Background: an optimization exercise with open tools, aiming at small area and a short achievable clock period. Do not read the settings as production practice.
Only simulation tests tie the RTL to the original design; equivalence was not proved.
Power figures rest on the tool's default switching activity, not on a simulated workload.

==> flow/design.v <==
module mac_16bit(out_rounded,md,mr,clk,rst);
output reg [26:0] out_rounded;
input [15:0] md,mr;
input clk,rst;
reg [15:0] MD;
reg [7:0] ONE, TWO, NEG;         
reg [84:0] P;                  
reg [39:0] A;                    
reg [5:0] CB;                 
reg [8:0] k;       
reg clr;           
reg z1;            
reg r1, z2;        
wire zero = !rst | clr;
wire [16:0] mrx = {mr, 1'b0};
wire [7:0] one_n, two_n, neg_n;
genvar g;
generate for (g = 0; g < 8; g = g + 1) begin : enc
  assign one_n[g] = mrx[2*g+1] ^ mrx[2*g];
  assign two_n[g] = (mrx[2*g+2] & ~mrx[2*g+1] & ~mrx[2*g]) | (~mrx[2*g+2] & mrx[2*g+1] & mrx[2*g]);
  assign neg_n[g] = mrx[2*g+2] & ~(mrx[2*g+1] & mrx[2*g]);
end endgenerate
wire [16:0] pp0 = (({17{ONE[0]}} & {MD[15], MD}) | ({17{TWO[0]}} & {MD, 1'b0})) ^ {17{NEG[0]}};
wire ns0 = ~pp0[16];
wire [16:0] pp1 = (({17{ONE[1]}} & {MD[15], MD}) | ({17{TWO[1]}} & {MD, 1'b0})) ^ {17{NEG[1]}};
wire ns1 = ~pp1[16];
wire [16:0] pp2 = (({17{ONE[2]}} & {MD[15], MD}) | ({17{TWO[2]}} & {MD, 1'b0})) ^ {17{NEG[2]}};
wire ns2 = ~pp2[16];
wire [16:0] pp3 = (({17{ONE[3]}} & {MD[15], MD}) | ({17{TWO[3]}} & {MD, 1'b0})) ^ {17{NEG[3]}};
wire ns3 = ~pp3[16];
wire [16:0] pp4 = (({17{ONE[4]}} & {MD[15], MD}) | ({17{TWO[4]}} & {MD, 1'b0})) ^ {17{NEG[4]}};
wire ns4 = ~pp4[16];
wire [16:0] pp5 = (({17{ONE[5]}} & {MD[15], MD}) | ({17{TWO[5]}} & {MD, 1'b0})) ^ {17{NEG[5]}};
wire ns5 = ~pp5[16];
wire [16:0] pp6 = (({17{ONE[6]}} & {MD[15], MD}) | ({17{TWO[6]}} & {MD, 1'b0})) ^ {17{NEG[6]}};
wire ns6 = ~pp6[16];
wire [16:0] pp7 = (({17{ONE[7]}} & {MD[15], MD}) | ({17{TWO[7]}} & {MD, 1'b0})) ^ {17{NEG[7]}};
wire ns7 = ~pp7[16];
wire as1, ac2; assign {ac2, as1} = {1'b0, pp0[10]} + {1'b0, pp1[8]};
wire as3, ac4; assign {ac4, as3} = {1'b0, pp0[11]} + {1'b0, pp1[9]};
wire as5, ac6; assign {ac6, as5} = {1'b0, pp0[12]} + {1'b0, pp1[10]} + {1'b0, pp2[8]};
wire as7, ac8; assign {ac8, as7} = {1'b0, pp3[6]} + {1'b0, pp4[4]};
wire as9, ac10; assign {ac10, as9} = {1'b0, pp0[13]} + {1'b0, pp1[11]} + {1'b0, pp2[9]};
wire as11, ac12; assign {ac12, as11} = {1'b0, pp3[7]} + {1'b0, pp4[5]};
wire as13, ac14; assign {ac14, as13} = {1'b0, pp0[14]} + {1'b0, pp1[12]} + {1'b0, pp2[10]};
wire as15, ac16; assign {ac16, as15} = {1'b0, pp3[8]} + {1'b0, pp4[6]} + {1'b0, pp5[4]};
wire as17, ac18; assign {ac18, as17} = {1'b0, pp6[2]} + {1'b0, pp7[0]};
wire as19, ac20; assign {ac20, as19} = {1'b0, pp0[15]} + {1'b0, pp1[13]} + {1'b0, pp2[11]};
wire as21, ac22; assign {ac22, as21} = {1'b0, pp3[9]} + {1'b0, pp4[7]} + {1'b0, pp5[5]};
wire as23, ac24; assign {ac24, as23} = {1'b0, pp6[3]} + {1'b0, pp7[1]};
wire as25 = ~(ns0 ^ pp1[14]); wire ac26 = ns0 | pp1[14];
wire as27, ac28; assign {ac28, as27} = {1'b0, pp2[12]} + {1'b0, pp3[10]} + {1'b0, pp4[8]};
wire as29, ac30; assign {ac30, as29} = {1'b0, pp5[6]} + {1'b0, pp6[4]} + {1'b0, pp7[2]};
wire as31 = ~(pp1[15] ^ pp2[13]); wire ac32 = pp1[15] | pp2[13];
wire as33, ac34; assign {ac34, as33} = {1'b0, pp3[11]} + {1'b0, pp4[9]} + {1'b0, pp5[7]};
wire as35, ac36; assign {ac36, as35} = {1'b0, pp6[5]} + {1'b0, pp7[3]};
wire as37, ac38; assign {ac38, as37} = {1'b0, ns1} + {1'b0, pp2[14]} + {1'b0, pp3[12]};
wire as39, ac40; assign {ac40, as39} = {1'b0, pp4[10]} + {1'b0, pp5[8]} + {1'b0, pp6[6]};
wire as41 = ~(pp2[15] ^ pp3[13]); wire ac42 = pp2[15] | pp3[13];
wire as43, ac44; assign {ac44, as43} = {1'b0, pp4[11]} + {1'b0, pp5[9]};
wire as45, ac46; assign {ac46, as45} = {1'b0, ns2} + {1'b0, pp3[14]} + {1'b0, pp4[12]};
wire as47 = ~pp3[15];
wire as48, ac49; assign {ac49, as48} = {1'b0, pp0[6]} + {1'b0, pp1[4]};
wire as50, ac51; assign {ac51, as50} = {1'b0, pp0[7]} + {1'b0, pp1[5]};
wire as52, ac53; assign {ac53, as52} = {1'b0, pp0[8]} + {1'b0, pp1[6]} + {1'b0, pp2[4]};
wire as54, ac55; assign {ac55, as54} = {1'b0, pp3[2]} + {1'b0, pp4[0]};
wire as56, ac57; assign {ac57, as56} = {1'b0, pp0[9]} + {1'b0, pp1[7]} + {1'b0, pp2[5]};
wire as58, ac59; assign {ac59, as58} = {1'b0, pp3[3]} + {1'b0, pp4[1]};
wire as60, ac61; assign {ac61, as60} = {1'b0, as1} + {1'b0, pp2[6]} + {1'b0, pp3[4]};
wire as62, ac63; assign {ac63, as62} = {1'b0, pp4[2]} + {1'b0, pp5[0]} + {1'b0, NEG[5]};
wire as64, ac65; assign {ac65, as64} = {1'b0, as3} + {1'b0, pp2[7]} + {1'b0, pp3[5]};
wire as66, ac67; assign {ac67, as66} = {1'b0, pp4[3]} + {1'b0, pp5[1]} + {1'b0, ac2};
wire as68, ac69; assign {ac69, as68} = {1'b0, as5} + {1'b0, as7} + {1'b0, pp5[2]};
wire as70, ac71; assign {ac71, as70} = {1'b0, pp6[0]} + {1'b0, NEG[6]} + {1'b0, ac4};
wire as72, ac73; assign {ac73, as72} = {1'b0, as9} + {1'b0, as11} + {1'b0, pp5[3]};
wire as74, ac75; assign {ac75, as74} = {1'b0, pp6[1]} + {1'b0, ac6} + {1'b0, ac8};
wire as76, ac77; assign {ac77, as76} = {1'b0, as13} + {1'b0, as15} + {1'b0, as17};
wire as78, ac79; assign {ac79, as78} = {1'b0, NEG[7]} + {1'b0, ac10} + {1'b0, ac12};
wire as80, ac81; assign {ac81, as80} = {1'b0, as19} + {1'b0, as21} + {1'b0, as23};
wire as82, ac83; assign {ac83, as82} = {1'b0, ac14} + {1'b0, ac16} + {1'b0, ac18};
wire as84, ac85; assign {ac85, as84} = {1'b0, as25} + {1'b0, as27} + {1'b0, as29};
wire as86, ac87; assign {ac87, as86} = {1'b0, ac20} + {1'b0, ac22} + {1'b0, ac24};
wire as88, ac89; assign {ac89, as88} = {1'b0, as31} + {1'b0, as33} + {1'b0, as35};
wire as90, ac91; assign {ac91, as90} = {1'b0, ac26} + {1'b0, ac28} + {1'b0, ac30};
wire as92, ac93; assign {ac93, as92} = {1'b0, as37} + {1'b0, as39} + {1'b0, pp7[4]};
wire as94, ac95; assign {ac95, as94} = {1'b0, ac32} + {1'b0, ac34} + {1'b0, ac36};
wire as96, ac97; assign {ac97, as96} = {1'b0, as41} + {1'b0, as43} + {1'b0, pp6[7]};
wire as98, ac99; assign {ac99, as98} = {1'b0, pp7[5]} + {1'b0, ac38} + {1'b0, ac40};
wire as100, ac101; assign {ac101, as100} = {1'b0, as45} + {1'b0, pp5[10]} + {1'b0, pp6[8]};
wire as102, ac103; assign {ac103, as102} = {1'b0, pp7[6]} + {1'b0, ac42} + {1'b0, ac44};
wire as104, ac105; assign {ac105, as104} = {1'b0, as47} + {1'b0, pp4[13]} + {1'b0, pp5[11]};
wire as106, ac107; assign {ac107, as106} = {1'b0, pp6[9]} + {1'b0, pp7[7]} + {1'b0, ac46};
wire as108, ac109; assign {ac109, as108} = {1'b0, ns3} + {1'b0, pp4[14]} + {1'b0, pp5[12]};
wire as110, ac111; assign {ac111, as110} = {1'b0, pp6[10]} + {1'b0, pp7[8]} + {1'b0, pp3[15]};
wire as112 = ~(pp4[15] ^ pp5[13]); wire ac113 = pp4[15] | pp5[13];
wire as114, ac115; assign {ac115, as114} = {1'b0, pp6[11]} + {1'b0, pp7[9]};
wire as116, ac117; assign {ac117, as116} = {1'b0, ns4} + {1'b0, pp5[14]} + {1'b0, pp6[12]};
wire as118 = ~pp5[15];
wire as119, ac120; assign {ac120, as119} = {1'b0, pp0[4]} + {1'b0, pp1[2]};
wire as121, ac122; assign {ac122, as121} = {1'b0, pp0[5]} + {1'b0, pp1[3]};
wire as123, ac124; assign {ac124, as123} = {1'b0, as48} + {1'b0, pp2[2]} + {1'b0, pp3[0]};
wire as125, ac126; assign {ac126, as125} = {1'b0, as50} + {1'b0, pp2[3]} + {1'b0, pp3[1]};
wire as127, ac128; assign {ac128, as127} = {1'b0, as52} + {1'b0, as54} + {1'b0, NEG[4]};
wire as129, ac130; assign {ac130, as129} = {1'b0, as56} + {1'b0, as58} + {1'b0, ac53};
wire as131, ac132; assign {ac132, as131} = {1'b0, as60} + {1'b0, as62} + {1'b0, ac57};
wire as133, ac134; assign {ac134, as133} = {1'b0, as64} + {1'b0, as66} + {1'b0, ac61};
wire as135, ac136; assign {ac136, as135} = {1'b0, as68} + {1'b0, as70} + {1'b0, ac65};
wire as137, ac138; assign {ac138, as137} = {1'b0, as72} + {1'b0, as74} + {1'b0, ac69};
wire as139, ac140; assign {ac140, as139} = {1'b0, as76} + {1'b0, as78} + {1'b0, ac73};
wire as141, ac142; assign {ac142, as141} = {1'b0, as80} + {1'b0, as82} + {1'b0, ac77};
wire as143, ac144; assign {ac144, as143} = {1'b0, as84} + {1'b0, as86} + {1'b0, ac81};
wire as145, ac146; assign {ac146, as145} = {1'b0, as88} + {1'b0, as90} + {1'b0, ac85};
wire as147, ac148; assign {ac148, as147} = {1'b0, as92} + {1'b0, as94} + {1'b0, ac89};
wire as149, ac150; assign {ac150, as149} = {1'b0, as96} + {1'b0, as98} + {1'b0, ac93};
wire as151, ac152; assign {ac152, as151} = {1'b0, as100} + {1'b0, as102} + {1'b0, ac97};
wire as153, ac154; assign {ac154, as153} = {1'b0, as104} + {1'b0, as106} + {1'b0, ac101};
wire as155, ac156; assign {ac156, as155} = {1'b0, as108} + {1'b0, as110} + {1'b0, ac105};
wire as157, ac158; assign {ac158, as157} = {1'b0, as112} + {1'b0, as114} + {1'b0, ac109};
wire as159, ac160; assign {ac160, as159} = {1'b0, as116} + {1'b0, pp7[10]} + {1'b0, ac113};
wire as161, ac162; assign {ac162, as161} = {1'b0, as118} + {1'b0, pp6[13]} + {1'b0, pp7[11]};
wire as163, ac164; assign {ac164, as163} = {1'b0, ns5} + {1'b0, pp6[14]} + {1'b0, pp7[12]};
wire as165 = ~pp6[15];
wire [84:0] pnext;
assign pnext[0] = pp0[0];
assign pnext[1] = NEG[0];
assign pnext[2] = pp0[1];
assign pnext[3] = pp0[2];
assign pnext[4] = pp1[0];
assign pnext[5] = NEG[1];
assign pnext[6] = pp0[3];
assign pnext[7] = pp1[1];
assign pnext[8] = as119;
assign pnext[9] = pp2[0];
assign pnext[10] = NEG[2];
assign pnext[11] = as121;
assign pnext[12] = pp2[1];
assign pnext[13] = ac120;
assign pnext[14] = as123;
assign pnext[15] = NEG[3];
assign pnext[16] = ac122;
assign pnext[17] = as125;
assign pnext[18] = ac49;
assign pnext[19] = ac124;
assign pnext[20] = as127;
assign pnext[21] = ac51;
assign pnext[22] = ac126;
assign pnext[23] = as129;
assign pnext[24] = ac55;
assign pnext[25] = ac128;
assign pnext[26] = as131;
assign pnext[27] = ac59;
assign pnext[28] = ac130;
assign pnext[29] = as133;
assign pnext[30] = ac63;
assign pnext[31] = ac132;
assign pnext[32] = as135;
assign pnext[33] = ac67;
assign pnext[34] = ac134;
assign pnext[35] = as137;
assign pnext[36] = ac71;
assign pnext[37] = ac136;
assign pnext[38] = as139;
assign pnext[39] = ac75;
assign pnext[40] = ac138;
assign pnext[41] = as141;
assign pnext[42] = ac79;
assign pnext[43] = ac140;
assign pnext[44] = as143;
assign pnext[45] = ac83;
assign pnext[46] = ac142;
assign pnext[47] = as145;
assign pnext[48] = ac87;
assign pnext[49] = ac144;
assign pnext[50] = as147;
assign pnext[51] = ac91;
assign pnext[52] = ac146;
assign pnext[53] = as149;
assign pnext[54] = ac95;
assign pnext[55] = ac148;
assign pnext[56] = as151;
assign pnext[57] = ac99;
assign pnext[58] = ac150;
assign pnext[59] = as153;
assign pnext[60] = ac103;
assign pnext[61] = ac152;
assign pnext[62] = as155;
assign pnext[63] = ac107;
assign pnext[64] = ac154;
assign pnext[65] = as157;
assign pnext[66] = ac111;
assign pnext[67] = ac156;
assign pnext[68] = as159;
assign pnext[69] = ac115;
assign pnext[70] = ac158;
assign pnext[71] = as161;
assign pnext[72] = ac117;
assign pnext[73] = ac160;
assign pnext[74] = as163;
assign pnext[75] = pp5[15];
assign pnext[76] = ac162;
assign pnext[77] = as165;
assign pnext[78] = pp7[13];
assign pnext[79] = ac164;
assign pnext[80] = ns6;
assign pnext[81] = pp7[14];
assign pnext[82] = pp6[15];
assign pnext[83] = pp7[15];
assign pnext[84] = ns7;
wire bs166, bc167; assign {bc167, bs166} = {1'b0, P[3]} + {1'b0, P[4]};
wire bs168, bc169; assign {bc169, bs168} = {1'b0, P[6]} + {1'b0, P[7]};
wire [1:0] bt172 = {1'b0, ~P[8]} + {1'b0, ~P[9]} + {1'b0, ~P[10]}; wire bs170 = ~bt172[0]; wire bc171 = ~bt172[1];
wire [1:0] bt175 = {1'b0, ~P[11]} + {1'b0, ~P[12]} + {1'b0, ~P[13]}; wire bs173 = ~bt175[0]; wire bc174 = ~bt175[1];
wire [1:0] bt178 = {1'b0, ~P[14]} + {1'b0, ~P[15]} + {1'b0, ~P[16]}; wire bs176 = ~bt178[0]; wire bc177 = ~bt178[1];
wire [1:0] bt181 = {1'b0, ~P[17]} + {1'b0, ~P[18]} + {1'b0, ~P[19]}; wire bs179 = ~bt181[0]; wire bc180 = ~bt181[1];
wire [1:0] bt184 = {1'b0, ~P[20]} + {1'b0, ~P[21]} + {1'b0, ~P[22]}; wire bs182 = ~bt184[0]; wire bc183 = ~bt184[1];
wire [1:0] bt187 = {1'b0, ~P[23]} + {1'b0, ~P[24]} + {1'b0, ~P[25]}; wire bs185 = ~bt187[0]; wire bc186 = ~bt187[1];
wire [1:0] bt190 = {1'b0, ~P[26]} + {1'b0, ~P[27]} + {1'b0, ~P[28]}; wire bs188 = ~bt190[0]; wire bc189 = ~bt190[1];
wire [1:0] bt193 = {1'b0, ~P[29]} + {1'b0, ~P[30]} + {1'b0, ~P[31]}; wire bs191 = ~bt193[0]; wire bc192 = ~bt193[1];
wire [1:0] bt196 = {1'b0, ~P[32]} + {1'b0, ~P[33]} + {1'b0, ~P[34]}; wire bs194 = ~bt196[0]; wire bc195 = ~bt196[1];
wire [1:0] bt199 = {1'b0, ~P[35]} + {1'b0, ~P[36]} + {1'b0, ~P[37]}; wire bs197 = ~bt199[0]; wire bc198 = ~bt199[1];
wire [1:0] bt202 = {1'b0, ~P[38]} + {1'b0, ~P[39]} + {1'b0, ~P[40]}; wire bs200 = ~bt202[0]; wire bc201 = ~bt202[1];
wire [1:0] bt205 = {1'b0, ~P[41]} + {1'b0, ~P[42]} + {1'b0, ~P[43]}; wire bs203 = ~bt205[0]; wire bc204 = ~bt205[1];
wire [1:0] bt208 = {1'b0, ~P[44]} + {1'b0, ~P[45]} + {1'b0, ~P[46]}; wire bs206 = ~bt208[0]; wire bc207 = ~bt208[1];
wire [1:0] bt211 = {1'b0, ~P[47]} + {1'b0, ~P[48]} + {1'b0, ~P[49]}; wire bs209 = ~bt211[0]; wire bc210 = ~bt211[1];
wire [1:0] bt214 = {1'b0, ~P[50]} + {1'b0, ~P[51]} + {1'b0, ~P[52]}; wire bs212 = ~bt214[0]; wire bc213 = ~bt214[1];
wire [1:0] bt217 = {1'b0, ~P[53]} + {1'b0, ~P[54]} + {1'b0, ~P[55]}; wire bs215 = ~bt217[0]; wire bc216 = ~bt217[1];
wire [1:0] bt220 = {1'b0, ~P[56]} + {1'b0, ~P[57]} + {1'b0, ~P[58]}; wire bs218 = ~bt220[0]; wire bc219 = ~bt220[1];
wire [1:0] bt223 = {1'b0, ~P[59]} + {1'b0, ~P[60]} + {1'b0, ~P[61]}; wire bs221 = ~bt223[0]; wire bc222 = ~bt223[1];
wire [1:0] bt226 = {1'b0, ~P[62]} + {1'b0, ~P[63]} + {1'b0, ~P[64]}; wire bs224 = ~bt226[0]; wire bc225 = ~bt226[1];
wire [1:0] bt229 = {1'b0, ~P[65]} + {1'b0, ~P[66]} + {1'b0, ~P[67]}; wire bs227 = ~bt229[0]; wire bc228 = ~bt229[1];
wire [1:0] bt232 = {1'b0, ~P[68]} + {1'b0, ~P[69]} + {1'b0, ~P[70]}; wire bs230 = ~bt232[0]; wire bc231 = ~bt232[1];
wire [1:0] bt235 = {1'b0, ~P[71]} + {1'b0, ~P[72]} + {1'b0, ~P[73]}; wire bs233 = ~bt235[0]; wire bc234 = ~bt235[1];
wire [1:0] bt238 = {1'b0, ~P[74]} + {1'b0, ~P[75]} + {1'b0, ~P[76]}; wire bs236 = ~bt238[0]; wire bc237 = ~bt238[1];
wire [1:0] bt241 = {1'b0, ~P[77]} + {1'b0, ~P[78]} + {1'b0, ~P[79]}; wire bs239 = ~bt241[0]; wire bc240 = ~bt241[1];
wire [1:0] bt244 = {1'b0, ~P[80]} + {1'b0, ~P[81]} + {1'b0, ~P[82]}; wire bs242 = ~bt244[0]; wire bc243 = ~bt244[1];
wire bs245 = ~P[83];
wire bs246, bc247; assign {bc247, bs246} = {1'b0, P[0]} + {1'b0, P[1]};
wire bs248, bc249; assign {bc249, bs248} = {1'b0, P[2]} + {1'b0, A[1]};
wire [1:0] bt252 = {1'b0, ~bs166} + {1'b0, ~P[5]} + {1'b0, ~A[2]}; wire bs250 = ~bt252[0]; wire bc251 = ~bt252[1];
wire [1:0] bt255 = {1'b0, ~bs168} + {1'b0, ~A[3]} + {1'b0, ~bc167}; wire bs253 = ~bt255[0]; wire bc254 = ~bt255[1];
wire [1:0] bt258 = {1'b0, ~bs170} + {1'b0, ~A[4]} + {1'b0, ~bc169}; wire bs256 = ~bt258[0]; wire bc257 = ~bt258[1];
wire [1:0] bt261 = {1'b0, ~bs173} + {1'b0, ~A[5]} + {1'b0, ~bc171}; wire bs259 = ~bt261[0]; wire bc260 = ~bt261[1];
wire [1:0] bt264 = {1'b0, ~bs176} + {1'b0, ~A[6]} + {1'b0, ~bc174}; wire bs262 = ~bt264[0]; wire bc263 = ~bt264[1];
wire [1:0] bt267 = {1'b0, ~bs179} + {1'b0, ~A[7]} + {1'b0, ~bc177}; wire bs265 = ~bt267[0]; wire bc266 = ~bt267[1];
wire [1:0] bt270 = {1'b0, ~bs182} + {1'b0, ~A[8]} + {1'b0, ~bc180}; wire bs268 = ~bt270[0]; wire bc269 = ~bt270[1];
wire [1:0] bt273 = {1'b0, ~bs185} + {1'b0, ~A[9]} + {1'b0, ~bc183}; wire bs271 = ~bt273[0]; wire bc272 = ~bt273[1];
wire [1:0] bt276 = {1'b0, ~bs188} + {1'b0, ~A[10]} + {1'b0, ~bc186}; wire bs274 = ~bt276[0]; wire bc275 = ~bt276[1];
wire [1:0] bt279 = {1'b0, ~bs191} + {1'b0, ~A[11]} + {1'b0, ~bc189}; wire bs277 = ~bt279[0]; wire bc278 = ~bt279[1];
wire [1:0] bt282 = {1'b0, ~bs194} + {1'b0, ~A[12]} + {1'b0, ~bc192}; wire bs280 = ~bt282[0]; wire bc281 = ~bt282[1];
wire [1:0] bt285 = {1'b0, ~bs197} + {1'b0, ~A[13]} + {1'b0, ~bc195}; wire bs283 = ~bt285[0]; wire bc284 = ~bt285[1];
wire [1:0] bt288 = {1'b0, ~bs200} + {1'b0, ~A[14]} + {1'b0, ~bc198}; wire bs286 = ~bt288[0]; wire bc287 = ~bt288[1];
wire [1:0] bt291 = {1'b0, ~bs203} + {1'b0, ~A[15]} + {1'b0, ~bc201}; wire bs289 = ~bt291[0]; wire bc290 = ~bt291[1];
wire [1:0] bt294 = {1'b0, ~bs206} + {1'b0, ~A[16]} + {1'b0, ~bc204}; wire bs292 = ~bt294[0]; wire bc293 = ~bt294[1];
wire [1:0] bt297 = {1'b0, ~bs209} + {1'b0, ~A[17]} + {1'b0, ~bc207}; wire bs295 = ~bt297[0]; wire bc296 = ~bt297[1];
wire [1:0] bt300 = {1'b0, ~bs212} + {1'b0, ~A[18]} + {1'b0, ~bc210}; wire bs298 = ~bt300[0]; wire bc299 = ~bt300[1];
wire [1:0] bt303 = {1'b0, ~bs215} + {1'b0, ~A[19]} + {1'b0, ~bc213}; wire bs301 = ~bt303[0]; wire bc302 = ~bt303[1];
wire [1:0] bt306 = {1'b0, ~bs218} + {1'b0, ~A[20]} + {1'b0, ~bc216}; wire bs304 = ~bt306[0]; wire bc305 = ~bt306[1];
wire [1:0] bt309 = {1'b0, ~bs221} + {1'b0, ~A[21]} + {1'b0, ~bc219}; wire bs307 = ~bt309[0]; wire bc308 = ~bt309[1];
wire [1:0] bt312 = {1'b0, ~bs224} + {1'b0, ~A[22]} + {1'b0, ~bc222}; wire bs310 = ~bt312[0]; wire bc311 = ~bt312[1];
wire [1:0] bt315 = {1'b0, ~bs227} + {1'b0, ~A[23]} + {1'b0, ~bc225}; wire bs313 = ~bt315[0]; wire bc314 = ~bt315[1];
wire [1:0] bt318 = {1'b0, ~bs230} + {1'b0, ~A[24]} + {1'b0, ~bc228}; wire bs316 = ~bt318[0]; wire bc317 = ~bt318[1];
wire [1:0] bt321 = {1'b0, ~bs233} + {1'b0, ~A[25]} + {1'b0, ~bc231}; wire bs319 = ~bt321[0]; wire bc320 = ~bt321[1];
wire [1:0] bt324 = {1'b0, ~bs236} + {1'b0, ~A[26]} + {1'b0, ~bc234}; wire bs322 = ~bt324[0]; wire bc323 = ~bt324[1];
wire [1:0] bt327 = {1'b0, ~bs239} + {1'b0, ~A[27]} + {1'b0, ~bc237}; wire bs325 = ~bt327[0]; wire bc326 = ~bt327[1];
wire [1:0] bt330 = {1'b0, ~bs242} + {1'b0, ~A[28]} + {1'b0, ~bc240}; wire bs328 = ~bt330[0]; wire bc329 = ~bt330[1];
wire [1:0] bt333 = {1'b0, ~bs245} + {1'b0, ~A[29]} + {1'b0, ~bc243}; wire bs331 = ~bt333[0]; wire bc332 = ~bt333[1];
wire [1:0] bt336 = {1'b0, ~P[84]} + {1'b0, ~A[30]} + {1'b0, ~P[83]}; wire bs334 = ~bt336[0]; wire bc335 = ~bt336[1];
wire bs337 = ~A[31];
wire [7:0] yhi = 8'd0 + {7'd0, A[31]} - 8'd1;
wire k0_g338, k0_p344; assign {k0_g338, k0_p344} = {1'b0, bs246} + {1'b0, A[0]};
wire k0_g339, k0_p345; assign {k0_g339, k0_p345} = {1'b0, bs248} + {1'b0, bc247};
wire k0_g340, k0_p346; assign {k0_g340, k0_p346} = {1'b0, bs250} + {1'b0, bc249};
wire k0_g341, k0_p347; assign {k0_g341, k0_p347} = {1'b0, bs253} + {1'b0, bc251};
wire k0_g342, k0_p348; assign {k0_g342, k0_p348} = {1'b0, bs256} + {1'b0, bc254};
wire k0_g343, k0_p349; assign {k0_g343, k0_p349} = {1'b0, bs259} + {1'b0, bc257};
wire k0_G350 = k0_g339 | (k0_p345 & k0_g338);
wire k0_P351 = k0_p345 & k0_p344;
wire k0_G352 = k0_g340 | (k0_p346 & k0_g339);
wire k0_P353 = k0_p346 & k0_p345;
wire k0_G354 = k0_g341 | (k0_p347 & k0_g340);
wire k0_P355 = k0_p347 & k0_p346;
wire k0_G356 = k0_g342 | (k0_p348 & k0_g341);
wire k0_P357 = k0_p348 & k0_p347;
wire k0_G358 = k0_g343 | (k0_p349 & k0_g342);
wire k0_P359 = k0_p349 & k0_p348;
wire k0_G360 = k0_G352 | (k0_P353 & k0_g338);
wire k0_P361 = k0_P353 & k0_p344;
wire k0_G362 = k0_G354 | (k0_P355 & k0_G350);
wire k0_P363 = k0_P355 & k0_P351;
wire k0_G364 = k0_G356 | (k0_P357 & k0_G352);
wire k0_P365 = k0_P357 & k0_P353;
wire k0_G366 = k0_G358 | (k0_P359 & k0_G354);
wire k0_P367 = k0_P359 & k0_P355;
wire k0_G368 = k0_G364 | (k0_P365 & k0_g338);
wire k0_P369 = k0_P365 & k0_p344;
wire k0_G370 = k0_G366 | (k0_P367 & k0_G350);
wire k0_P371 = k0_P367 & k0_P351;
wire k0_s372 = k0_p344;
wire k0_s373 = k0_p345 ^ k0_g338;
wire k0_s374 = k0_p346 ^ k0_G350;
wire k0_s375 = k0_p347 ^ k0_G360;
wire k0_s376 = k0_p348 ^ k0_G362;
wire k0_s377 = k0_p349 ^ k0_G368;
wire k1_g378, k1_p384; assign {k1_g378, k1_p384} = {1'b0, bs262} + {1'b0, bc260};
wire k1_g379, k1_p385; assign {k1_g379, k1_p385} = {1'b0, bs265} + {1'b0, bc263};
wire k1_g380, k1_p386; assign {k1_g380, k1_p386} = {1'b0, bs268} + {1'b0, bc266};
wire k1_g381, k1_p387; assign {k1_g381, k1_p387} = {1'b0, bs271} + {1'b0, bc269};
wire k1_g382, k1_p388; assign {k1_g382, k1_p388} = {1'b0, bs274} + {1'b0, bc272};
wire k1_g383, k1_p389; assign {k1_g383, k1_p389} = {1'b0, bs277} + {1'b0, bc275};
wire k1_G390 = k1_g379 | (k1_p385 & k1_g378);
wire k1_P391 = k1_p385 & k1_p384;
wire k1_G392 = k1_g380 | (k1_p386 & k1_g379);
wire k1_P393 = k1_p386 & k1_p385;
wire k1_G394 = k1_g381 | (k1_p387 & k1_g380);
wire k1_P395 = k1_p387 & k1_p386;
wire k1_G396 = k1_g382 | (k1_p388 & k1_g381);
wire k1_P397 = k1_p388 & k1_p387;
wire k1_G398 = k1_g383 | (k1_p389 & k1_g382);
wire k1_P399 = k1_p389 & k1_p388;
wire k1_G400 = k1_G392 | (k1_P393 & k1_g378);
wire k1_P401 = k1_P393 & k1_p384;
wire k1_G402 = k1_G394 | (k1_P395 & k1_G390);
wire k1_P403 = k1_P395 & k1_P391;
wire k1_G404 = k1_G396 | (k1_P397 & k1_G392);
wire k1_P405 = k1_P397 & k1_P393;
wire k1_G406 = k1_G398 | (k1_P399 & k1_G394);
wire k1_P407 = k1_P399 & k1_P395;
wire k1_G408 = k1_G404 | (k1_P405 & k1_g378);
wire k1_P409 = k1_P405 & k1_p384;
wire k1_G410 = k1_G406 | (k1_P407 & k1_G390);
wire k1_P411 = k1_P407 & k1_P391;
wire k1_s412 = k1_p384 ^ CB[0];
wire k1_c413 = k1_g378 | (k1_p384 & CB[0]);
wire k1_s414 = k1_p385 ^ k1_c413;
wire k1_c415 = k1_G390 | (k1_P391 & CB[0]);
wire k1_s416 = k1_p386 ^ k1_c415;
wire k1_c417 = k1_G400 | (k1_P401 & CB[0]);
wire k1_s418 = k1_p387 ^ k1_c417;
wire k1_c419 = k1_G402 | (k1_P403 & CB[0]);
wire k1_s420 = k1_p388 ^ k1_c419;
wire k1_c421 = k1_G408 | (k1_P409 & CB[0]);
wire k1_s422 = k1_p389 ^ k1_c421;
wire k1_co423 = k1_G410 | (k1_P411 & CB[0]);
wire k2_g424, k2_p430; assign {k2_g424, k2_p430} = {1'b0, bs280} + {1'b0, bc278};
wire k2_g425, k2_p431; assign {k2_g425, k2_p431} = {1'b0, bs283} + {1'b0, bc281};
wire k2_g426, k2_p432; assign {k2_g426, k2_p432} = {1'b0, bs286} + {1'b0, bc284};
wire k2_g427, k2_p433; assign {k2_g427, k2_p433} = {1'b0, bs289} + {1'b0, bc287};
wire k2_g428, k2_p434; assign {k2_g428, k2_p434} = {1'b0, bs292} + {1'b0, bc290};
wire k2_g429, k2_p435; assign {k2_g429, k2_p435} = {1'b0, bs295} + {1'b0, bc293};
wire k2_G436 = k2_g425 | (k2_p431 & k2_g424);
wire k2_P437 = k2_p431 & k2_p430;
wire k2_G438 = k2_g426 | (k2_p432 & k2_g425);
wire k2_P439 = k2_p432 & k2_p431;
wire k2_G440 = k2_g427 | (k2_p433 & k2_g426);
wire k2_P441 = k2_p433 & k2_p432;
wire k2_G442 = k2_g428 | (k2_p434 & k2_g427);
wire k2_P443 = k2_p434 & k2_p433;
wire k2_G444 = k2_g429 | (k2_p435 & k2_g428);
wire k2_P445 = k2_p435 & k2_p434;
wire k2_G446 = k2_G438 | (k2_P439 & k2_g424);
wire k2_P447 = k2_P439 & k2_p430;
wire k2_G448 = k2_G440 | (k2_P441 & k2_G436);
wire k2_P449 = k2_P441 & k2_P437;
wire k2_G450 = k2_G442 | (k2_P443 & k2_G438);
wire k2_P451 = k2_P443 & k2_P439;
wire k2_G452 = k2_G444 | (k2_P445 & k2_G440);
wire k2_P453 = k2_P445 & k2_P441;
wire k2_G454 = k2_G450 | (k2_P451 & k2_g424);
wire k2_P455 = k2_P451 & k2_p430;
wire k2_G456 = k2_G452 | (k2_P453 & k2_G436);
wire k2_P457 = k2_P453 & k2_P437;
wire k2_s458 = k2_p430 ^ CB[1];
wire k2_c459 = k2_g424 | (k2_p430 & CB[1]);
wire k2_s460 = k2_p431 ^ k2_c459;
wire k2_c461 = k2_G436 | (k2_P437 & CB[1]);
wire k2_s462 = k2_p432 ^ k2_c461;
wire k2_c463 = k2_G446 | (k2_P447 & CB[1]);
wire k2_s464 = k2_p433 ^ k2_c463;
wire k2_c465 = k2_G448 | (k2_P449 & CB[1]);
wire k2_s466 = k2_p434 ^ k2_c465;
wire k2_c467 = k2_G454 | (k2_P455 & CB[1]);
wire k2_s468 = k2_p435 ^ k2_c467;
wire k2_co469 = k2_G456 | (k2_P457 & CB[1]);
wire k3_g470, k3_p476; assign {k3_g470, k3_p476} = {1'b0, bs298} + {1'b0, bc296};
wire k3_g471, k3_p477; assign {k3_g471, k3_p477} = {1'b0, bs301} + {1'b0, bc299};
wire k3_g472, k3_p478; assign {k3_g472, k3_p478} = {1'b0, bs304} + {1'b0, bc302};
wire k3_g473, k3_p479; assign {k3_g473, k3_p479} = {1'b0, bs307} + {1'b0, bc305};
wire k3_g474, k3_p480; assign {k3_g474, k3_p480} = {1'b0, bs310} + {1'b0, bc308};
wire k3_g475, k3_p481; assign {k3_g475, k3_p481} = {1'b0, bs313} + {1'b0, bc311};
wire k3_G482 = k3_g471 | (k3_p477 & k3_g470);
wire k3_P483 = k3_p477 & k3_p476;
wire k3_G484 = k3_g472 | (k3_p478 & k3_g471);
wire k3_P485 = k3_p478 & k3_p477;
wire k3_G486 = k3_g473 | (k3_p479 & k3_g472);
wire k3_P487 = k3_p479 & k3_p478;
wire k3_G488 = k3_g474 | (k3_p480 & k3_g473);
wire k3_P489 = k3_p480 & k3_p479;
wire k3_G490 = k3_g475 | (k3_p481 & k3_g474);
wire k3_P491 = k3_p481 & k3_p480;
wire k3_G492 = k3_G484 | (k3_P485 & k3_g470);
wire k3_P493 = k3_P485 & k3_p476;
wire k3_G494 = k3_G486 | (k3_P487 & k3_G482);
wire k3_P495 = k3_P487 & k3_P483;
wire k3_G496 = k3_G488 | (k3_P489 & k3_G484);
wire k3_P497 = k3_P489 & k3_P485;
wire k3_G498 = k3_G490 | (k3_P491 & k3_G486);
wire k3_P499 = k3_P491 & k3_P487;
wire k3_G500 = k3_G496 | (k3_P497 & k3_g470);
wire k3_P501 = k3_P497 & k3_p476;
wire k3_G502 = k3_G498 | (k3_P499 & k3_G482);
wire k3_P503 = k3_P499 & k3_P483;
wire k3_s504 = k3_p476 ^ CB[2];
wire k3_c505 = k3_g470 | (k3_p476 & CB[2]);
wire k3_s506 = k3_p477 ^ k3_c505;
wire k3_c507 = k3_G482 | (k3_P483 & CB[2]);
wire k3_s508 = k3_p478 ^ k3_c507;
wire k3_c509 = k3_G492 | (k3_P493 & CB[2]);
wire k3_s510 = k3_p479 ^ k3_c509;
wire k3_c511 = k3_G494 | (k3_P495 & CB[2]);
wire k3_s512 = k3_p480 ^ k3_c511;
wire k3_c513 = k3_G500 | (k3_P501 & CB[2]);
wire k3_s514 = k3_p481 ^ k3_c513;
wire k3_co515 = k3_G502 | (k3_P503 & CB[2]);
wire k4_g516, k4_p522; assign {k4_g516, k4_p522} = {1'b0, bs316} + {1'b0, bc314};
wire k4_g517, k4_p523; assign {k4_g517, k4_p523} = {1'b0, bs319} + {1'b0, bc317};
wire k4_g518, k4_p524; assign {k4_g518, k4_p524} = {1'b0, bs322} + {1'b0, bc320};
wire k4_g519, k4_p525; assign {k4_g519, k4_p525} = {1'b0, bs325} + {1'b0, bc323};
wire k4_g520, k4_p526; assign {k4_g520, k4_p526} = {1'b0, bs328} + {1'b0, bc326};
wire k4_g521, k4_p527; assign {k4_g521, k4_p527} = {1'b0, bs331} + {1'b0, bc329};
wire k4_G528 = k4_g517 | (k4_p523 & k4_g516);
wire k4_P529 = k4_p523 & k4_p522;
wire k4_G530 = k4_g518 | (k4_p524 & k4_g517);
wire k4_P531 = k4_p524 & k4_p523;
wire k4_G532 = k4_g519 | (k4_p525 & k4_g518);
wire k4_P533 = k4_p525 & k4_p524;
wire k4_G534 = k4_g520 | (k4_p526 & k4_g519);
wire k4_P535 = k4_p526 & k4_p525;
wire k4_G536 = k4_g521 | (k4_p527 & k4_g520);
wire k4_P537 = k4_p527 & k4_p526;
wire k4_G538 = k4_G530 | (k4_P531 & k4_g516);
wire k4_P539 = k4_P531 & k4_p522;
wire k4_G540 = k4_G532 | (k4_P533 & k4_G528);
wire k4_P541 = k4_P533 & k4_P529;
wire k4_G542 = k4_G534 | (k4_P535 & k4_G530);
wire k4_P543 = k4_P535 & k4_P531;
wire k4_G544 = k4_G536 | (k4_P537 & k4_G532);
wire k4_P545 = k4_P537 & k4_P533;
wire k4_G546 = k4_G542 | (k4_P543 & k4_g516);
wire k4_P547 = k4_P543 & k4_p522;
wire k4_G548 = k4_G544 | (k4_P545 & k4_G528);
wire k4_P549 = k4_P545 & k4_P529;
wire k4_s550 = k4_p522 ^ CB[3];
wire k4_c551 = k4_g516 | (k4_p522 & CB[3]);
wire k4_s552 = k4_p523 ^ k4_c551;
wire k4_c553 = k4_G528 | (k4_P529 & CB[3]);
wire k4_s554 = k4_p524 ^ k4_c553;
wire k4_c555 = k4_G538 | (k4_P539 & CB[3]);
wire k4_s556 = k4_p525 ^ k4_c555;
wire k4_c557 = k4_G540 | (k4_P541 & CB[3]);
wire k4_s558 = k4_p526 ^ k4_c557;
wire k4_c559 = k4_G546 | (k4_P547 & CB[3]);
wire k4_s560 = k4_p527 ^ k4_c559;
wire k4_co561 = k4_G548 | (k4_P549 & CB[3]);
wire k5_g562, k5_p568; assign {k5_g562, k5_p568} = {1'b0, bs334} + {1'b0, bc332};
wire k5_g563, k5_p569; assign {k5_g563, k5_p569} = {1'b0, bs337} + {1'b0, bc335};
wire k5_g564, k5_p570; assign {k5_g564, k5_p570} = {1'b0, A[32]} + {1'b0, yhi[0]};
wire k5_g565, k5_p571; assign {k5_g565, k5_p571} = {1'b0, A[33]} + {1'b0, yhi[1]};
wire k5_g566, k5_p572; assign {k5_g566, k5_p572} = {1'b0, A[34]} + {1'b0, yhi[2]};
wire k5_g567, k5_p573; assign {k5_g567, k5_p573} = {1'b0, A[35]} + {1'b0, yhi[3]};
wire k5_G574 = k5_g563 | (k5_p569 & k5_g562);
wire k5_P575 = k5_p569 & k5_p568;
wire k5_G576 = k5_g564 | (k5_p570 & k5_g563);
wire k5_P577 = k5_p570 & k5_p569;
wire k5_G578 = k5_g565 | (k5_p571 & k5_g564);
wire k5_P579 = k5_p571 & k5_p570;
wire k5_G580 = k5_g566 | (k5_p572 & k5_g565);
wire k5_P581 = k5_p572 & k5_p571;
wire k5_G582 = k5_g567 | (k5_p573 & k5_g566);
wire k5_P583 = k5_p573 & k5_p572;
wire k5_G584 = k5_G576 | (k5_P577 & k5_g562);
wire k5_P585 = k5_P577 & k5_p568;
wire k5_G586 = k5_G578 | (k5_P579 & k5_G574);
wire k5_P587 = k5_P579 & k5_P575;
wire k5_G588 = k5_G580 | (k5_P581 & k5_G576);
wire k5_P589 = k5_P581 & k5_P577;
wire k5_G590 = k5_G582 | (k5_P583 & k5_G578);
wire k5_P591 = k5_P583 & k5_P579;
wire k5_G592 = k5_G588 | (k5_P589 & k5_g562);
wire k5_P593 = k5_P589 & k5_p568;
wire k5_G594 = k5_G590 | (k5_P591 & k5_G574);
wire k5_P595 = k5_P591 & k5_P575;
wire k5_s596 = k5_p568 ^ CB[4];
wire k5_c597 = k5_g562 | (k5_p568 & CB[4]);
wire k5_s598 = k5_p569 ^ k5_c597;
wire k5_c599 = k5_G574 | (k5_P575 & CB[4]);
wire k5_s600 = k5_p570 ^ k5_c599;
wire k5_c601 = k5_G584 | (k5_P585 & CB[4]);
wire k5_s602 = k5_p571 ^ k5_c601;
wire k5_c603 = k5_G586 | (k5_P587 & CB[4]);
wire k5_s604 = k5_p572 ^ k5_c603;
wire k5_c605 = k5_G592 | (k5_P593 & CB[4]);
wire k5_s606 = k5_p573 ^ k5_c605;
wire k5_co607 = k5_G594 | (k5_P595 & CB[4]);
wire k6_g608, k6_p612; assign {k6_g608, k6_p612} = {1'b0, A[36]} + {1'b0, yhi[4]};
wire k6_g609, k6_p613; assign {k6_g609, k6_p613} = {1'b0, A[37]} + {1'b0, yhi[5]};
wire k6_g610, k6_p614; assign {k6_g610, k6_p614} = {1'b0, A[38]} + {1'b0, yhi[6]};
wire k6_g611, k6_p615; assign {k6_g611, k6_p615} = {1'b0, A[39]} + {1'b0, yhi[7]};
wire k6_G616 = k6_g609 | (k6_p613 & k6_g608);
wire k6_P617 = k6_p613 & k6_p612;
wire k6_G618 = k6_g610 | (k6_p614 & k6_g609);
wire k6_P619 = k6_p614 & k6_p613;
wire k6_G620 = k6_g611 | (k6_p615 & k6_g610);
wire k6_P621 = k6_p615 & k6_p614;
wire k6_G622 = k6_G618 | (k6_P619 & k6_g608);
wire k6_P623 = k6_P619 & k6_p612;
wire k6_G624 = k6_G620 | (k6_P621 & k6_G616);
wire k6_P625 = k6_P621 & k6_P617;
wire k6_s626 = k6_p612 ^ CB[5];
wire k6_c627 = k6_g608 | (k6_p612 & CB[5]);
wire k6_s628 = k6_p613 ^ k6_c627;
wire k6_c629 = k6_G616 | (k6_P617 & CB[5]);
wire k6_s630 = k6_p614 ^ k6_c629;
wire k6_c631 = k6_G622 | (k6_P623 & CB[5]);
wire k6_s632 = k6_p615 ^ k6_c631;
wire k6_co633 = k6_G624 | (k6_P625 & CB[5]);
wire [39:0] sum = {k6_s632, k6_s630, k6_s628, k6_s626, k5_s606, k5_s604, k5_s602, k5_s600, k5_s598, k5_s596, k4_s560, k4_s558, k4_s556, k4_s554, k4_s552, k4_s550, k3_s514, k3_s512, k3_s510, k3_s508, k3_s506, k3_s504, k2_s468, k2_s466, k2_s464, k2_s462, k2_s460, k2_s458, k1_s422, k1_s420, k1_s418, k1_s416, k1_s414, k1_s412, k0_s377, k0_s376, k0_s375, k0_s374, k0_s373, k0_s372};
wire [5:0] cbnext = {k5_co607, k4_co561, k3_co515, k2_co469, k1_co423, k0_G370};
wire [13:0] L = {1'b0, A[12:0]} + {7'd0, CB[0], 6'd0} + {1'd0, CB[1], 12'd0};
wire c13 = L[13];
wire up = L[12] & ((A[13] ^ c13) | (|L[11:0]));
wire rg634, rp661; assign {rg634, rp661} = {1'b0, A[13]} + {1'b0, c13};
wire rg635 = 1'b0; wire rp662 = A[14];
wire rg636 = 1'b0; wire rp663 = A[15];
wire rg637 = 1'b0; wire rp664 = A[16];
wire rg638 = 1'b0; wire rp665 = A[17];
wire rg639, rp666; assign {rg639, rp666} = {1'b0, A[18]} + {1'b0, CB[2]};
wire rg640 = 1'b0; wire rp667 = A[19];
wire rg641 = 1'b0; wire rp668 = A[20];
wire rg642 = 1'b0; wire rp669 = A[21];
wire rg643 = 1'b0; wire rp670 = A[22];
wire rg644 = 1'b0; wire rp671 = A[23];
wire rg645, rp672; assign {rg645, rp672} = {1'b0, A[24]} + {1'b0, CB[3]};
wire rg646 = 1'b0; wire rp673 = A[25];
wire rg647 = 1'b0; wire rp674 = A[26];
wire rg648 = 1'b0; wire rp675 = A[27];
wire rg649 = 1'b0; wire rp676 = A[28];
wire rg650 = 1'b0; wire rp677 = A[29];
wire rg651, rp678; assign {rg651, rp678} = {1'b0, A[30]} + {1'b0, CB[4]};
wire rg652 = 1'b0; wire rp679 = A[31];
wire rg653 = 1'b0; wire rp680 = A[32];
wire rg654 = 1'b0; wire rp681 = A[33];
wire rg655 = 1'b0; wire rp682 = A[34];
wire rg656 = 1'b0; wire rp683 = A[35];
wire rg657, rp684; assign {rg657, rp684} = {1'b0, A[36]} + {1'b0, CB[5]};
wire rg658 = 1'b0; wire rp685 = A[37];
wire rg659 = 1'b0; wire rp686 = A[38];
wire rg660 = 1'b0; wire rp687 = A[39];
wire rG688 = rg635 | (rp662 & rg634);
wire rP689 = rp662 & rp661;
wire rG690 = rg637 | (rp664 & rg636);
wire rP691 = rp664 & rp663;
wire rG692 = rg639 | (rp666 & rg638);
wire rP693 = rp666 & rp665;
wire rG694 = rg641 | (rp668 & rg640);
wire rP695 = rp668 & rp667;
wire rG696 = rg643 | (rp670 & rg642);
wire rP697 = rp670 & rp669;
wire rG698 = rg645 | (rp672 & rg644);
wire rP699 = rp672 & rp671;
wire rG700 = rg647 | (rp674 & rg646);
wire rP701 = rp674 & rp673;
wire rG702 = rg649 | (rp676 & rg648);
wire rP703 = rp676 & rp675;
wire rG704 = rg651 | (rp678 & rg650);
wire rP705 = rp678 & rp677;
wire rG706 = rg653 | (rp680 & rg652);
wire rP707 = rp680 & rp679;
wire rG708 = rg655 | (rp682 & rg654);
wire rP709 = rp682 & rp681;
wire rG710 = rg657 | (rp684 & rg656);
wire rP711 = rp684 & rp683;
wire rG712 = rg659 | (rp686 & rg658);
wire rP713 = rp686 & rp685;
wire rG714 = rg636 | (rp663 & rG688);
wire rP715 = rp663 & rP689;
wire rG716 = rG690 | (rP691 & rG688);
wire rP717 = rP691 & rP689;
wire rG718 = rg640 | (rp667 & rG692);
wire rP719 = rp667 & rP693;
wire rG720 = rG694 | (rP695 & rG692);
wire rP721 = rP695 & rP693;
wire rG722 = rg644 | (rp671 & rG696);
wire rP723 = rp671 & rP697;
wire rG724 = rG698 | (rP699 & rG696);
wire rP725 = rP699 & rP697;
wire rG726 = rg648 | (rp675 & rG700);
wire rP727 = rp675 & rP701;
wire rG728 = rG702 | (rP703 & rG700);
wire rP729 = rP703 & rP701;
wire rG730 = rg652 | (rp679 & rG704);
wire rP731 = rp679 & rP705;
wire rG732 = rG706 | (rP707 & rG704);
wire rP733 = rP707 & rP705;
wire rG734 = rg656 | (rp683 & rG708);
wire rP735 = rp683 & rP709;
wire rG736 = rG710 | (rP711 & rG708);
wire rP737 = rP711 & rP709;
wire rG738 = rg660 | (rp687 & rG712);
wire rP739 = rp687 & rP713;
wire rG740 = rg638 | (rp665 & rG716);
wire rP741 = rp665 & rP717;
wire rG742 = rG692 | (rP693 & rG716);
wire rP743 = rP693 & rP717;
wire rG744 = rG718 | (rP719 & rG716);
wire rP745 = rP719 & rP717;
wire rG746 = rG720 | (rP721 & rG716);
wire rP747 = rP721 & rP717;
wire rG748 = rg646 | (rp673 & rG724);
wire rP749 = rp673 & rP725;
wire rG750 = rG700 | (rP701 & rG724);
wire rP751 = rP701 & rP725;
wire rG752 = rG726 | (rP727 & rG724);
wire rP753 = rP727 & rP725;
wire rG754 = rG728 | (rP729 & rG724);
wire rP755 = rP729 & rP725;
wire rG756 = rg654 | (rp681 & rG732);
wire rP757 = rp681 & rP733;
wire rG758 = rG708 | (rP709 & rG732);
wire rP759 = rP709 & rP733;
wire rG760 = rG734 | (rP735 & rG732);
wire rP761 = rP735 & rP733;
wire rG762 = rG736 | (rP737 & rG732);
wire rP763 = rP737 & rP733;
wire rG764 = rg642 | (rp669 & rG746);
wire rP765 = rp669 & rP747;
wire rG766 = rG696 | (rP697 & rG746);
wire rP767 = rP697 & rP747;
wire rG768 = rG722 | (rP723 & rG746);
wire rP769 = rP723 & rP747;
wire rG770 = rG724 | (rP725 & rG746);
wire rP771 = rP725 & rP747;
wire rG772 = rG748 | (rP749 & rG746);
wire rP773 = rP749 & rP747;
wire rG774 = rG750 | (rP751 & rG746);
wire rP775 = rP751 & rP747;
wire rG776 = rG752 | (rP753 & rG746);
wire rP777 = rP753 & rP747;
wire rG778 = rG754 | (rP755 & rG746);
wire rP779 = rP755 & rP747;
wire rG780 = rg658 | (rp685 & rG762);
wire rP781 = rp685 & rP763;
wire rG782 = rG712 | (rP713 & rG762);
wire rP783 = rP713 & rP763;
wire rG784 = rG738 | (rP739 & rG762);
wire rP785 = rP739 & rP763;
wire rG786 = rg650 | (rp677 & rG778);
wire rP787 = rp677 & rP779;
wire rG788 = rG704 | (rP705 & rG778);
wire rP789 = rP705 & rP779;
wire rG790 = rG730 | (rP731 & rG778);
wire rP791 = rP731 & rP779;
wire rG792 = rG732 | (rP733 & rG778);
wire rP793 = rP733 & rP779;
wire rG794 = rG756 | (rP757 & rG778);
wire rP795 = rP757 & rP779;
wire rG796 = rG758 | (rP759 & rG778);
wire rP797 = rP759 & rP779;
wire rG798 = rG760 | (rP761 & rG778);
wire rP799 = rP761 & rP779;
wire rG800 = rG762 | (rP763 & rG778);
wire rP801 = rP763 & rP779;
wire rG802 = rG780 | (rP781 & rG778);
wire rP803 = rP781 & rP779;
wire rG804 = rG782 | (rP783 & rG778);
wire rP805 = rP783 & rP779;
wire rG806 = rG784 | (rP785 & rG778);
wire rP807 = rP785 & rP779;
wire rs808 = rp661 ^ up;
wire rc809 = rg634 | (rp661 & up);
wire rs810 = rp662 ^ rc809;
wire rc811 = rG688 | (rP689 & up);
wire rs812 = rp663 ^ rc811;
wire rc813 = rG714 | (rP715 & up);
wire rs814 = rp664 ^ rc813;
wire rc815 = rG716 | (rP717 & up);
wire rs816 = rp665 ^ rc815;
wire rc817 = rG740 | (rP741 & up);
wire rs818 = rp666 ^ rc817;
wire rc819 = rG742 | (rP743 & up);
wire rs820 = rp667 ^ rc819;
wire rc821 = rG744 | (rP745 & up);
wire rs822 = rp668 ^ rc821;
wire rc823 = rG746 | (rP747 & up);
wire rs824 = rp669 ^ rc823;
wire rc825 = rG764 | (rP765 & up);
wire rs826 = rp670 ^ rc825;
wire rc827 = rG766 | (rP767 & up);
wire rs828 = rp671 ^ rc827;
wire rc829 = rG768 | (rP769 & up);
wire rs830 = rp672 ^ rc829;
wire rc831 = rG770 | (rP771 & up);
wire rs832 = rp673 ^ rc831;
wire rc833 = rG772 | (rP773 & up);
wire rs834 = rp674 ^ rc833;
wire rc835 = rG774 | (rP775 & up);
wire rs836 = rp675 ^ rc835;
wire rc837 = rG776 | (rP777 & up);
wire rs838 = rp676 ^ rc837;
wire rc839 = rG778 | (rP779 & up);
wire rs840 = rp677 ^ rc839;
wire rc841 = rG786 | (rP787 & up);
wire rs842 = rp678 ^ rc841;
wire rc843 = rG788 | (rP789 & up);
wire rs844 = rp679 ^ rc843;
wire rc845 = rG790 | (rP791 & up);
wire rs846 = rp680 ^ rc845;
wire rc847 = rG792 | (rP793 & up);
wire rs848 = rp681 ^ rc847;
wire rc849 = rG794 | (rP795 & up);
wire rs850 = rp682 ^ rc849;
wire rc851 = rG796 | (rP797 & up);
wire rs852 = rp683 ^ rc851;
wire rc853 = rG798 | (rP799 & up);
wire rs854 = rp684 ^ rc853;
wire rc855 = rG800 | (rP801 & up);
wire rs856 = rp685 ^ rc855;
wire rc857 = rG802 | (rP803 & up);
wire rs858 = rp686 ^ rc857;
wire rc859 = rG804 | (rP805 & up);
wire rs860 = rp687 ^ rc859;
wire rco861 = rG806 | (rP807 & up);
wire [26:0] rnd = {rs860, rs858, rs856, rs854, rs852, rs850, rs848, rs846, rs844, rs842, rs840, rs838, rs836, rs834, rs832, rs830, rs828, rs826, rs824, rs822, rs820, rs818, rs816, rs814, rs812, rs810, rs808};
always @(posedge clk) begin
  MD <= md;
  ONE <= one_n;
  TWO <= two_n;
  NEG <= neg_n;
  P <= pnext;
  z1 <= zero;
  r1 <= !rst;
  z2 <= r1;
  if (z1 | z2) A <= 40'd0;
  else A <= sum;
  if (z1 | z2) CB <= 6'd0;
  else CB <= cbnext;
  out_rounded <= (zero | z1) ? 27'd0 : rnd;
  if (zero) k <= {8'd0, clr};
  else k <= k + 9'd1;
  clr <= rst & !clr & (k == 9'd258);
end
endmodule
==> flow/flow/run.sh <==
#!/bin/bash
# The standard layout (the standard.sh), except that the port buffers are
# sky130_fd_sc_hd__buf_2 cells instead of the default delay buffers.
set -euo pipefail
export BUFFER_PORTS_ARGS="-buffer_cell sky130_fd_sc_hd__buf_2"
bash standard.sh > standard.log 2>&1
==> flow/standard.sh <==
#!/bin/bash
# synth_recipe.tcl (not shown) runs the flow's synth.tcl, then flattens the netlist and writes it again
# the make line also repeats each setting of config.mk as NAME=value (left out here)
make -C /OpenROAD-flow-scripts/flow DESIGN_CONFIG=/design/flow/config.mk WORK_HOME=/design/flow/orfs CLKGATE_MAP_FILE= SYNTH_SCRIPT=/design/flow/synth_recipe.tcl "${@:-finish}"
==> flow/config.mk <==
export PLATFORM = sky130hd
export DESIGN_NAME = mac_16bit
export DESIGN_NICKNAME = mac_16bit
export VERILOG_FILES = /design/flow/design.v
export SDC_FILE = /design/flow/constraint.sdc
export NUM_CORES = 4
export LEC_CHECK = 0
export CAP_MARGIN = 10
export CORE_MARGIN = 2
export CORE_UTILIZATION = 60
export SETUP_SLACK_MARGIN = 4.15
export SLEW_MARGIN = 10
==> flow/constraint.sdc <==
create_clock -name core_clock -period 6.9 [get_ports {clk}]
set_input_delay 1.3800 -clock core_clock [delete_from_list [all_inputs] [get_ports {clk}]]
set_output_delay 1.3800 -clock core_clock [all_outputs]
set_load 0.01 [all_outputs]
==> summary.txt, run 1 <==
Outcome
  – Status: complete, no violations

CTS
  – Clock buffer depth: 3
  – CTS tree: yes
  – Clock transition at path regs: ~0.06 ns
  – Clk Latency, worst-skew pair: between 0.5 and 0.6 ns
  – H-Tree Depth: 1
  – Number of clock sinks: 211
  – Root Buffer Master: clkbuf_16
  – Clock buffer count from CTS: 23

Cells and area
  – FILL cells: between 1500 and 2000
  – Number of diodes: 0
  – FF/Latch Area: ~4300 um2
  – Proportion of layout cells with a drive suffix above 1: between 10% and 20%
  – Area occupied by multi-input gates: slightly below 8000 um2
  – Area Overhead vs Synth: 10.8%
  – Design area: approximately 14000 um2
  – Nets: between 1000 and 1500
  – Finished Layout Cells: about 1500

STA
  – Clk_skew: approximately 0.011 ns
  – Slew @ Worst Pin: around 0.80 ns
  – Max-slew violation count: 0
  – Min Tclk post-route: 2.65 ns
  – Endpoints failing hold: 0
  – Setup_tns: 0 ns
  – Final period utilization: between 30% and 40%
  – Achievable Freq: between 0.3 and 0.4 GHz
  – PnR worst setup slack: about 4.2 ns
  – Slew margin rel.: a little under half
  – Final setup viols: 0
  – RSZ-0062 raised after global routing: yes

Placement
  – # port buffers: 60
  – # placed instances: approximately 1500
  – DP Area: around 13000 um2
  – Placer Congestion: roughly 0.85
  – Pre-CTS setup slack: roughly 3.8 ns
  – Post-detail-place hpwl: approximately 18000 um

Synth
  – Sequential area share after synthesis: between 30% and 40%
  – Post-synth EDFFs: 0
  – Avg Synthesized Cell Area: 10.4 um2
  – Post-synth cell types: 58
  – Top-area cell type share of the netlist area: between 30% and 40%
  – Ys async rst share: 0%
  – YS warnings: 1
  – Leading area contributor after synthesis: dfxtp_1
  – Yosys reg bits: 211
  – Cell count after synthesis: ~1200
  – Leading register cell type out of synthesis: dfxtp_1
  – Top cells by area, synth: dfxtp_1, fa_1, xnor2_1
  – Post-Syn Area: between 10000 and 15000 um2
  – Post-Synthesis Net Count: about 1400

Power
  – Clock Power Share: approximately 20%
  – Sw frac: 38.5%
  – Reg power frac: between 20% and 30%
  – Logic pwr share: between 50 and 60%
  – P_int: 4.00 mW
  – Lkg Pwr: ~6 nW
  – Pwr Total: between 6 and 7 mW
  – VDD IR max: about 0.00025 V
  – Sw Pwr: 2.50 mW
  – Pwr/cell area: around 460 nW/um2

Min path
  – Worst hold path type: flop to flop
  – Worst Hold Depth: 0

GRT
  – Vias in the first global route: around 8000
  – Overflow after GRT: 0
  – Gr usage total: 23.2%
  – Initial antenna violation count: 0
  – Largest net degree at the start of global routing: 43
  – First-pass GRT wire length: about 40000 um

Floorplan
  – Starting Density: about three fifths
  – Die area: about 22000 um2
  – FP Rows: 53
  – Core Area: around 21000 um2
  – IO Pins: 61
  – Die W: ~150 um
  – Die Y: 149 um

Worst setup path
  – CP max stage cell: fa_1
  – CP Max Fanout: 3
  – Largest stage delay on the critical path: around 0.56 ns
  – Critical Path RT: roughly 7.3 ns
  – Cell Chain, Critical Path: fa_1, fa_1, ha_1, a21o_1, a21o_1, a21oi_2, o21ai_1, a21oi_1, nor2_1
  – CP arrival: around 3.0 ns
  – Reg2Reg Depth: 9
  – Critical Path Start Type: flop
  – CP Class: flop to flop
  – Top delay family on crit path: adder cells
  – CP bufs+invs: 0
  – WP depth: 9
  – Crit end category: flop

Drt
  – Drt total wl: roughly 25000 um
  – Drt first pass iters: 5
  – DR DRC count: 0
  – Total number of vias: between 8000 and 9000
  – Vias per inst: between 5 and 6
  – Drt wl/cell: ~17 um
  – Drt initial violations: approximately 460
  – Final ANT Viol Nets: 0

Job
  – Number of max-cap violations: 0
sequential cells by signal, summed over array words and instances (netlist names):
signal	count
A	40
CB	6
MD	16
NEG	8
ONE	8
P	85
TWO	8
clr	1
k	9
out_rounded	27
r1	1
z1	1
z2	1
Yosys cell counts (8+ instances only):
library cell	n
fa_1	122
nand3_1	8
a21o_1	13
inv_1	114
xor2_1	60
nor2b_1	11
ha_1	80
xnor2_1	126
nor2_1	69
a21oi_1	29
nand2b_1	8
dfxtp_1	211
nor3_1	17
nand2_1	28
clkbuf_1	73
a22oi_1	120
o21ai_0	32
final cells by class:
type,instances,share of cell area [%]
multi-input cells,803,55.5
flip-flops and latches,211,30.5
clock buffers,31,4.68
inverters,114,3.06
repair buffers,66,2.56
well taps,275,2.46
clock inverters,11,1.15
through the flow:
stage | utilization [%] | hold slack (ns)
2_1_floorplan | - | 0.310
3_3_place_gp | 62.4 | 0.315
3_5_place_dp | 62.4 | 0.315
4_1_cts | 66.8 | 0.328
5_1_grt | 67.2 | 0.335
6_report | 67.2 | 0.327
power by group through the flow:
stage	Sequential [mW]	Combinational, mW	Clock, mW
after floorplan	1.72	2.71	0
final	1.81	3.39	1.30
after CTS	1.81	3.35	1.33
after detailed placement	1.83	3.28	0
after global routing	1.85	3.92	1.38
after global placement	1.83	3.16	0
cell usage in the layout, fill, tap and decap left out, drive strengths merged, types with 4 or more instances in the layout:
cell type	synthesis	routed
nor2	69	69
a21oi	31	31
buf	9	66
and2	6	6
or3	7	7
a31o	4	4
a21o	13	13
nand2b	8	8
or4b	4	4
o21ai	34	34
xnor2	126	126
o21bai	6	6
nand3	10	10
a22oi	120	120
fa	122	122
bufinv	0	4
ha	80	80
nor2b	11	11
nand2	29	29
inv	114	115
clkinv	0	5
o211ai	4	4
clkbuf	73	31
nor3	17	17
nand3b	7	7
xor2	60	60
dfxtp	211	211
logic make-up after synthesis:
| group | after synthesis | synth area share, % |
|---|---|---|
| multiplexers | 5 | 0.455 |
| adder cells (fa/ha/maj) | 202 | 27.2 |
| AO/OA/AOI/OAI | 226 | 12.6 |
| flip-flops | 211 | 33.4 |
| XOR/XNOR | 186 | 12.9 |
| AND/OR/NAND/NOR | 184 | 7.53 |
| buffers and inverters | 196 | 5.87 |
routing by layer:
metal / vias to the layer above / global-route usage [%] / part of all wire [%]
met5: - / 0 / 0
met3: 36 / 4.19 / 5.9
met1: 3900 / 34.6 / 49
met4: 0 / 5.86 / 2.0
met2: 232 / 35.3 / 43
li1: 4013 / - / -
worst paths after layout:
| check | startpoint | to | slack [ns] |
|---|---|---|---|
| max reg2reg | P[32]$_DFF_P_ | CB[2]$_SDFF_PP0_ | 4.25 |
| min | r1$_DFF_P_ | z2$_DFF_P_ | 0.33 |
| max | P[32]$_DFF_P_ | CB[2]$_SDFF_PP0_ | 4.25 |
| min reg2reg | r1$_DFF_P_ | z2$_DFF_P_ | 0.33 |
repair_timing:
action,in CTS,in global routing
pin swaps,1,12
setup buffers,0,3
endpoints found under the setup margin,35,27
hold buffers,0,0
resized for setup,43,20
==> run 2: changes to the inputs <==
--- a/flow/config.mk
+++ b/flow/config.mk
@@ -6,7 +6,9 @@
 export NUM_CORES = 4
 export LEC_CHECK = 0
-export CAP_MARGIN = 10
+export CAP_MARGIN = 20
 export CORE_MARGIN = 2
 export CORE_UTILIZATION = 60
+export CTS_CLUSTER_DIAMETER = 100
+export CTS_CLUSTER_SIZE = 25
 export SETUP_SLACK_MARGIN = 4.15
-export SLEW_MARGIN = 10
+export SLEW_MARGIN = 20
==> run 2 against run 1 <==
Still clean on timing, DRC and antenna. Global-route usage is 0.44 points lower. Clock skew is 0.0023 ns higher. Flip-flop and latch count stayed put. Critical path depth fell by 4. First-iteration DRC count is 0.43% lower. Worst hold slack improved by 0.013 ns. Design area decreased by 3.4%. Power shrank 8.1%. Synthesized cell count unchanged. Worst setup slack got worse by 0.0094 ns. Via count is 0.66% lower. Register-to-register slack about the same. Largest cell class unchanged.
==> summary.txt, run 2 <==
Outcome
  – Status: complete, no violations

Worst setup path
  – CP Class: flop to flop
  – Critical Path Start Type: flop
  – Crit end category: flop
  – CP arrival: about 3 ns
  – Cell Chain, Critical Path: a22oi_1, xnor2_1, fa_1, fa_1, fa_1
  – Critical Path RT: between 7 and 8 ns
  – Reg2Reg Depth: 5
  – Worst r2r dst: P[38]$_DFF_P_

Power
  – Logic pwr share: 57.6%
  – P_int: 3.56 mW
  – Lkg Pwr: just under 6 nW

Synth
  – Sequential area share after synthesis: 33.4%
  – Top cells by count, synth: dfxtp_1, xnor2_1, fa_1
  – Post-synth cell types: between 50 and 60
  – Top cells by area, synth: dfxtp_1, fa_1, xnor2_1
  – Ys async rst share: 0%
  – Post-Syn Area: roughly 13000 um2

CTS
  – Clock buffer depth: 3
  – Number of clock sinks: 211
  – H-Tree Depth: 1

Cells and area
  – Most frequent cells in the layout: dfxtp_1, xnor2_1, a22oi_1
  – Area occupied by multi-input gates: 7780 um2
  – FILL cells: around 1700
  – Fin util: roughly 65%
  – Biggest register: P

Min path
  – Worst hold path type: flop to flop
  – Worst Hold Launch: r1$_DFF_P_

STA
  – Endpoints failing hold: 0
  – Final setup viols: 0
  – Min Tclk post-route: ~2.7 ns
  – Clk_skew: between 0.01 and 0.015 ns
  – Setup_tns: 0 ns
  – Max-slew violation count: 0
  – Slew @ Worst Pin: around 0.81 ns
  – Final period utilization: 38.6%

Placement
  – Post-detail-place hpwl: between 15000 and 20000 um
  – Placer Congestion: around 0.85

GRT
  – Met3 Use GR: 3.58%
  – First-pass GRT wire length: ~40000 um
  – Initial antenna violation count: 0
  – GR met1 Demand/Resource: 34.5%
  – Met2 layer usage reported by global route: about a third
  – Vias in the first global route: between 7000 and 8000
  – Largest net degree at the start of global routing: between 40 and 50

Drt
  – Final ANT Viol Nets: 0
  – Total number of vias: 8127

Floorplan
  – FP Rows: 53
  – Core Area: approximately 21000 um2
## run 2: cell count changes in the layout (fill, tap and decap cells not counted)
cell	before	now
bufinv_16	4	0
clkbuf_16	23	13
inv_12	0	1
dfxtp_1	172	173
clkinv_2	5	0
fa_2	2	3
dfxtp_2	38	37
clkbuf_1	3	0
inv_6	1	0
clkbuf_8	5	0
clkinvlp_4	1	0
fa_1	120	119
## run 2: critical path: cells and delay by family, from the launching register on
kind	cells	cell delay, ns
AO/OA/AOI/OAI	1	0.18
XOR/XNOR	1	0.28
adder cells (fa/ha/maj)	3	1.50
flip-flops	1	0.58
## run 2: power groups by stage
| stage | clock network, mW | registers [mW] | logic (mW) |
|---|---|---|---|
| finish | 0.729 | 1.81 | 3.44 |
| global route | 0.795 | 1.85 | 3.98 |
| CTS | 0.760 | 1.81 | 3.35 |
| detailed placement | 0 | 1.83 | 3.28 |
| global placement | 0 | 1.83 | 3.16 |
| floorplan | 0 | 1.72 | 2.71 |
## run 2: repair_timing
item	CTS	global route
hold buffers	0	0
pin swaps	2	11
hold endpoints to repair	0	0
endpoints found under the setup margin	36	30
gates resized for setup	43	20
buffers inserted	0	3
## run 2: through the flow
stage,power (mW),area [um2],instances
finish,5.97,13500,1483
global route,6.62,13500,1483
CTS,5.92,13400,1480
detailed placement,5.11,13000,1466
global placement,4.99,13000,1466
floorplan,4.43,12600,1210
## run 2: worst max-delay path by stage
| stage | end | cells past startpoint | start |
|---|---|---|---|
| 5_1_grt | A[10]$_SDFF_PP0_ | 10 | P[14]$_DFF_P_ |
| 3_3_place_gp | out_rounded[19]$_SDFF_PP0_ | 6 | rst |
| 2_1_floorplan | P[56]$_DFF_P_ | 7 | NEG[4]$_DFF_P_ |
| 6_report | P[38]$_DFF_P_ | 5 | MD[9]$_DFF_P_ |
| 4_1_cts | out_rounded[19]$_SDFF_PP0_ | 11 | A[6]$_SDFF_PP0_ |
| 3_5_place_dp | out_rounded[19]$_SDFF_PP0_ | 6 | rst |
## run 2: final cells by class
type,instances,share of cell area [%]
sequential,211,31.6
tap,275,2.54
clock inverter,1,0.120
timing repair buffer,66,2.65
clock buffer,13,2.41
multi-input combinational,803,57.5
inverter,114,3.16
## run 2: routing by layer
| metal | share of wire [%] | wire (um) |
|---|---|---|
| met1 | 51 | 12600 |
| met2 | 43 | 10700 |
| met4 | 1.8 | 444 |
| met3 | 4.8 | 1190 |
| met5 | 0 | 0 |
## run 2: kinds of logic after synthesis
| group | after synthesis | synth area share, % |
|---|---|---|
| compound gates | 226 | 12.6 |
| flops | 211 | 33.4 |
| fa+ha+maj | 202 | 27.2 |
| buf+inv | 196 | 5.87 |
| xor+xnor | 186 | 12.9 |
| simple gates | 184 | 7.53 |
| mux | 5 | 0.455 |

-- re-timing with driven ports --
Ports are ideal in the flow. The routed layouts listed here were re-timed in OpenROAD. Step 1: set_driving_cell puts a clkbuf_16 on clk and a buf_2 on each other input, an assumption about the parent block. Step 2 also shifts input and output timing later by t, the mid clock arrival at the registers, as if the neighbouring blocks saw the same clock. Three values: ideal, step 1, step 2; two values: the first two.
| run | shift t [ns] | slack for setup (ns) |
|---|---|---|
| run 1 | 0.559 | 4.247 / 4.247 / 3.849 |
| run 2 | 0.508 | 4.238 / 4.238 / 3.851 |
After both steps every run listed still meets setup and hold.
